This design comes from an exercise in tuning for small area, a short achievable clock period and few clock cycles on the open sky130 flow, not from production work.
Only the layout flow was run in this run; the RTL was not checked for function there.

### flow/run.sh
#!/bin/bash
# Standard layout, with the port buffers made of sky130_fd_sc_hd__buf_2 cells
# (buffer_ports otherwise picks the slow clkdlybuf4s50_1). Every port is still buffered.
set -euo pipefail
export BUFFER_PORTS_ARGS="-buffer_cell sky130_fd_sc_hd__buf_2"
bash standard.sh > standard.log 2>&1
### standard.sh
#!/bin/bash
# synth_recipe.tcl (not shown) runs the flow's synth.tcl, then flattens the netlist and writes it again
# the make line also repeats each setting of config.mk as NAME=value (left out here)
make -C /OpenROAD-flow-scripts/flow DESIGN_CONFIG=/design/flow/config.mk WORK_HOME=/design/flow/orfs CLKGATE_MAP_FILE= SYNTH_SCRIPT=/design/flow/synth_recipe.tcl "${@:-finish}"
### config.mk
export PLATFORM = sky130hd
export DESIGN_NAME = alu_top
export DESIGN_NICKNAME = alu_top
export VERILOG_FILES = /design/flow/design.v
export SDC_FILE = /design/flow/constraint.sdc
export NUM_CORES = 4
export LEC_CHECK = 0
export ABC_AREA = 1
export CAP_MARGIN = 20
export CORE_MARGIN = 2
export CORE_UTILIZATION = 40
export CTS_BUF_LIST = sky130_fd_sc_hd__clkbuf_4
export SETUP_SLACK_MARGIN = 0.2
export SLEW_MARGIN = 20
### constraint.sdc
create_clock -name core_clock -period 7.0 [get_ports {clk}]
set_input_delay 1.4000 -clock core_clock [delete_from_list [all_inputs] [get_ports {clk}]]
set_output_delay 1.4000 -clock core_clock [all_outputs]
set_load 0.01 [all_outputs]
### design.v
module alu_top(
    input wire clk,
    input wire reset,
    input wire [7:0] operand_a,
    input wire [7:0] operand_b,
    input wire [1:0] operation,
    input wire start,
    output reg [15:0] result,
    output wire ready,
    output reg overflow,
    output reg zero
);
    wire [7:0] a = operand_a;
    wire [7:0] b = operand_b;
    wire is_mul_in = operation[1] & ~operation[0];
    function [9:0] brow(input [7:0] m, input one, input two, input neg, input ext);
        reg [9:0] m1, m2;
        begin
            m1 = {{2{ext & m[7]}}, m};
            m2 = {ext & m[7], m, 1'b0};
            brow = (({10{one}} & m1) | ({10{two}} & m2)) ^ {10{neg}};
        end
    endfunction
    function [2:0] benc(input [2:0] x);
        benc = {x[1] ^ x[0], (x[2] & ~x[1] & ~x[0]) | (~x[2] & x[1] & x[0]), x[2]};
    endfunction
    reg busy;           
    reg is_div;         
    reg [1:0] cnt;      
    reg flag;           
    reg [7:0] M;        
    reg [16:0] W;       
    wire [7:0] R = W[15:8];
    wire [7:0] QL = W[7:0];
    wire [11:0] P = W[11:0];
    wire [4:0] ah = W[16:12];                        
    wire [2:0] e2 = benc(ah[2:0]);
    wire d1_one = is_div | e2[2];
    wire d1_two = ~is_div & e2[1];
    wire d1_neg = is_div | e2[0];
    wire [9:0] DA1 = is_div ? {1'b0, R, QL[7]} : {{2{P[11]}}, P[11:4]};
    wire [9:0] DB1 = brow(M, d1_one, d1_two, d1_neg, ~is_div);
    wire [10:0] T1 = {1'b0, DA1} + {1'b0, DB1} + {10'd0, d1_neg};
    wire qa = ~T1[9];
    wire [7:0] Ra = qa ? T1[7:0] : {R[6:0], QL[7]};
    wire [2:0] e0 = benc(busy ? ah[4:2] : {a[1:0], 1'b0});
    wire mulmode = busy ? ~is_div : is_mul_in;
    wire u1_one = mulmode ? e0[2] : 1'b1;
    wire u1_two = mulmode & e0[1];
    wire u1_neg = mulmode ? e0[0] : (busy | operation[0]);
    reg [9:0] A1;
    always @(*) begin
        if (busy) A1 = is_div ? {1'b0, Ra, QL[6]} : {{2{T1[9]}}, T1[9:2]};
        else      A1 = is_mul_in ? 10'd0 : {2'b00, a};
    end
    wire [9:0] B1 = brow(busy ? M : b, u1_one, u1_two, u1_neg, mulmode);
    wire [10:0] S1 = {1'b0, A1} + {1'b0, B1} + {10'd0, u1_neg};
    wire [7:0] s = S1[7:0];
    wire as_ov = (a[7] == (b[7] ^ operation[0])) && (s[7] != a[7]);
    wire lt = S1[9];                                 
    wire qb = ~S1[9];
    wire [7:0] Rb = qb ? S1[7:0] : {Ra[6:0], QL[6]};
    wire [2:0] e1 = benc(a[3:1]);
    wire [9:0] A2 = {{2{S1[9]}}, S1[9:2]};
    wire [9:0] B2 = brow(b, e1[2], e1[1], e1[0], 1'b1);
    wire [10:0] S2 = {1'b0, A2} + {1'b0, B2} + {10'd0, e1[0]};
    wire [11:0] p01 = {S2[9:0], S1[1:0]};            
    wire lt2 = {1'b0, a} < {b, 1'b0};                
    wire bz = (b == 8'd0);
    wire q7 = ({7'b0, a[7]} >= b);
    wire r1 = (q7 & ~bz) ? 1'b0 : a[7];
    wire [1:0] x2 = {r1, a[6]};
    wire q6 = ({6'b0, x2} >= b);
    wire [1:0] r2 = q6 ? (x2 - b[1:0]) : x2;
    wire [15:0] div_res = {Rb, QL[5:0], qa, qb};
    wire [15:0] mul_res = {S1[9:0], T1[1:0], P[3:0]};
    wire fast = ~operation[1] | (operation[0] & lt2);
    wire last = busy & (~is_div | cnt[1]);
    assign ready = (start & fast) | last;
    always @(posedge clk or posedge reset) begin
        if (reset) busy <= 1'b0;
        else busy <= busy ? ~last : (start & ~fast);
    end
    always @(posedge clk) begin
        if (!busy) begin
            M <= b;
            is_div <= operation[0];
            cnt <= 2'd0;
            flag <= bz | (~operation[0] & (a == 8'd0));
            W <= operation[0] ? {1'b0, 6'b0, r2, a[5:0], q7, q6} : {a[7:3], p01};
        end else begin
            cnt <= cnt + 2'd1;
            W <= {1'b0, div_res};
        end
    end
    always @(*) begin
        if (busy) begin
            if (is_div) begin
                result = div_res;
                overflow = flag;
                zero = 1'b0;
            end else begin
                result = mul_res;
                overflow = 1'b0;
                zero = flag;
            end
        end else if (operation[1]) begin
            result = lt ? {a, 8'h00} : {s, 8'h01};
            overflow = 1'b0;
            zero = lt;
        end else begin
            result = {{8{s[7]}}, s};
            overflow = as_ov;
            zero = (s == 8'd0);
        end
    end
endmodule
==> run notes <==
[kinds of logic (layout without fill, tap and decap cells)]
group | count (synthesis) | after routing | synth area share
xor gates and xnor gates | 39 | 39 | 0.07895
muxes | 1 | 1 | 0.002314
and+or+nand+nor | 300 | 302 | 0.3146
adders and majority gates | 36 | 36 | 0.1110
buffers and inverters | 120 | 174 | 0.1154
AOI/OAI and AO/OA | 169 | 169 | 0.2331
DFF | 30 | 30 | 0.1446
[cell type report]
class | count | area [sq um] | share of cell area
clock inverters | 3 | 15.01 | 0.002926
clock buffers | 5 | 37.54 | 0.007315
well taps | 136 | 170.2 | 0.03316
multi-input cells | 547 | 3501 | 0.6823
flip-flops and latches | 30 | 629.4 | 0.1227
repair buffers | 64 | 382.9 | 0.07462
inverters | 102 | 395.4 | 0.07705
[synthesized netlist by cell type (2+ instances only)]
library cell / number / share of area
nand4_1: 12 / 0.017
o21ai_0: 53 / 0.061
a22o_1: 7 / 0.014
nor2_4: 2 / 0.0052
clkbuf_1: 8 / 0.0069
nand2_2: 15 / 0.022
o21ai_2: 3 / 0.0061
nor3_1: 4 / 0.0046
buf_2: 3 / 0.0035
o21ai_1: 20 / 0.023
nand3_1: 41 / 0.047
nand2_1: 178 / 0.15
ha_1: 32 / 0.093
edfxtp_1: 2 / 0.014
a21oi_1: 35 / 0.040
inv_1: 93 / 0.081
a22oi_1: 5 / 0.0087
xor2_1: 32 / 0.065
o22ai_1: 17 / 0.025
nor2_1: 34 / 0.029
nand3_2: 6 / 0.014
o211ai_1: 5 / 0.0087
a21boi_0: 2 / 0.0035
buf_4: 2 / 0.0035
buf_6: 4 / 0.010
a211oi_1: 3 / 0.0052
dfxtp_1: 27 / 0.12
inv_2: 7 / 0.0061
xnor2_1: 7 / 0.014
nand2_4: 2 / 0.0052
fa_1: 4 / 0.019
a21oi_2: 3 / 0.0061
o221ai_1: 7 / 0.014
o21bai_1: 2 / 0.0035
[layer usage]
metal  share of wire  track usage  up-vias  routed length (microns)
met1            0.42       0.3834     2346                     7043
li1                -            -     2439                        -
met2            0.44       0.4371      292                     7343
met4           0.034      0.08883        0                      565
met3            0.10      0.03255       47                     1657
met5               0            0        -                        0
[worst paths after layout]
| path | startpoint | to | slack, ps | cells past startpoint |
|---|---|---|---|---|
| max reg2reg | is_div | W[9] | 1420 | 34 |
| min in group asynchronous | reset | busy | 850 | 2 |
| min | cnt[0] | cnt[0] | 450 | 1 |
| max in group asynchronous | reset | busy | 6060 | 2 |
| max | is_div | result[10] | 420 | 30 |
| min reg2reg | cnt[0] | cnt[0] | 450 | 1 |
[cells in the final DEF, fill, tap and decap left out, types with 2 or more instances in the layout]
| cell | n |
|---|---|
| nand2_4 | 7 |
| dfxtp_1 | 24 |
| edfxtp_1 | 2 |
| a21oi_1 | 29 |
| dfxtp_2 | 3 |
| nand4_1 | 12 |
| nand3_2 | 6 |
| a22oi_1 | 4 |
| buf_4 | 25 |
| o221ai_1 | 6 |
| o21ai_2 | 5 |
| o21bai_1 | 2 |
| nand2_1 | 175 |
| o211ai_1 | 5 |
| o21ai_1 | 31 |
| o22ai_2 | 6 |
| xor2_1 | 30 |
| a21oi_2 | 7 |
| a21oi_4 | 2 |
| nand2_2 | 14 |
| xnor2_1 | 6 |
| a21boi_0 | 2 |
| fa_1 | 3 |
| a22o_1 | 7 |
| nand3_4 | 3 |
| o21ai_0 | 39 |
| nor3_1 | 4 |
| inv_4 | 4 |
| o22ai_1 | 11 |
| ha_4 | 5 |
| inv_1 | 90 |
| buf_2 | 39 |
| nand3_1 | 39 |
| ha_1 | 27 |
| nor2_2 | 2 |
| nor2_1 | 32 |
| inv_2 | 8 |
| a211oi_1 | 3 |
| clkbuf_4 | 5 |
| nor2_4 | 2 |
[registers in the layout, indices dropped and copies added, names as in the netlist]
signal,flops
W,17
M,8
cnt,2
busy,1
flag,1
is_div,1
[timing repair]
item,4_1_cts,5_1_grt
resized for setup,3,67
pin swaps,0,19
setup endpoints to repair,10,15
setup buffers,1,16
gates cloned,0,2
==> impl_metrics.ini <==
[placement]
portBuffers = 39
gp_congestion = 1.018
pre_cts_slack_ps = 314.8
place_hpwl_microns = 12900
place_area_sq_mm = 0.004643
dp.cells = 860

[cells_and_area]
antenna_cells = 0
fin_cells = 887
fin_util = 0.4926
fillers = 1075
fin_nets = 807
final_layout_size_suffix_gt1_frac = 0.2077
fin_area_sq_mm = 0.005131
area_growth_pct = 18.59

[clock_network]
root_buffer = clkbuf_4
tritoncts = done
cts_hold_buf = 0
clkTransAtPathRegs_ps = 120
cts_sinks = 30
clk_latency_ps = 350
cts_made_buffers = 5
clock_path_buffers = 2
h-tree-depth = 2

[synthesis]
synth_area_sq_mm = 0.004327
ys_seq_area_frac = 0.1446
ys.warnings.count = 1
ys_seq_elements = 30
async_flop_share = 0.03333
syn_avg_cell_area_sq_um = 6.225
ys.flop_type = dfxtp_1
yosysUniqueCellTypes = 52
synth_edf_count = 2
synth_nets = 752
syn-instance-count = 695

[timing]
setup_viol = 0
post-route-worst-setup-slack_ps = 418.8
timing.max_slew.rel_slack = 0.3860
fin_crit_sh = 0.9402
max_slew.worst_pin.slew_ps = 897.8
fin_crit_ps = 6581
setup_tns_ps = 0
hold_viol = 0
rsz0062_at_grt = no
skew_ps = 7.878
whs_ps = 453.1
timing.fmax_mhz = 151.9
slew_viol_final = 0

[critical_path]
crit_slowest_cell = edfxtp_1
critPathLaunchType = flip-flop
crit_family = compound AO/OA/AOI/OAI gates
path_max_fanout = 7
required_ps = 5600
end_kind = output pin
crit_buf_inv = 4
max_stage_delay_ps = 520
arrival_ps = 5180
crit_top_cell = nand2_1
crit_type = reg -> out

[floorplan]
die_w_microns = 108
die_area_sq_mm = 0.01166
coreArea_sq_mm = 0.01042
initial_utilization = 0.4154
die_h_microns = 108
rows = 37
io_pins = 40

[route]
ant_nets = 0
drtIter0Drc = 535
dr.pass1.iters = 5
num_vias = 5124
finalWirelength_microns = 16610
routed_via_density = 5.777
drc_errors = 0
routedWlPerCell_microns = 18.72

[global_route]
antenna_found_initial = 0
grt_overflow_total = 0
grt_max_degree = 29
grt_pass1_vias = 4486
grt_usage = 0.2737
grt_first_pass_wirelength_microns = 24340

[run]
cap_violations = 0

[hold_path]
hp-class = reg -> reg

[outcome]
outcome = finished clean

==> afterwards: timing with drivers on the ports <==
The results above use ideal ports. As a check the final layout listed here was re-extracted and re-timed, cells and wires unchanged. Step 1 assumes that a clkbuf_16 drives the clock port and a buf_2 every other input. Step 2 moves the port delays by t, midway between the first and last clock arrival at a register: inputs arrive t later, outputs are due t later. That takes back most of the time a late clock gives input paths. Three values: no drivers, after step 1, after step 2; two values: the first two.
t, ns: 0.378
slack for setup (ns): 0.419 / 0.388 / 0.766
worst setup path after step 2: register to output
cell pins on the clock port's net: 1
After both steps setup and hold are still met in this run. For this run, drivers alone change the setup slack by -0.031 ns; drivers and shift together by +0.347 ns.
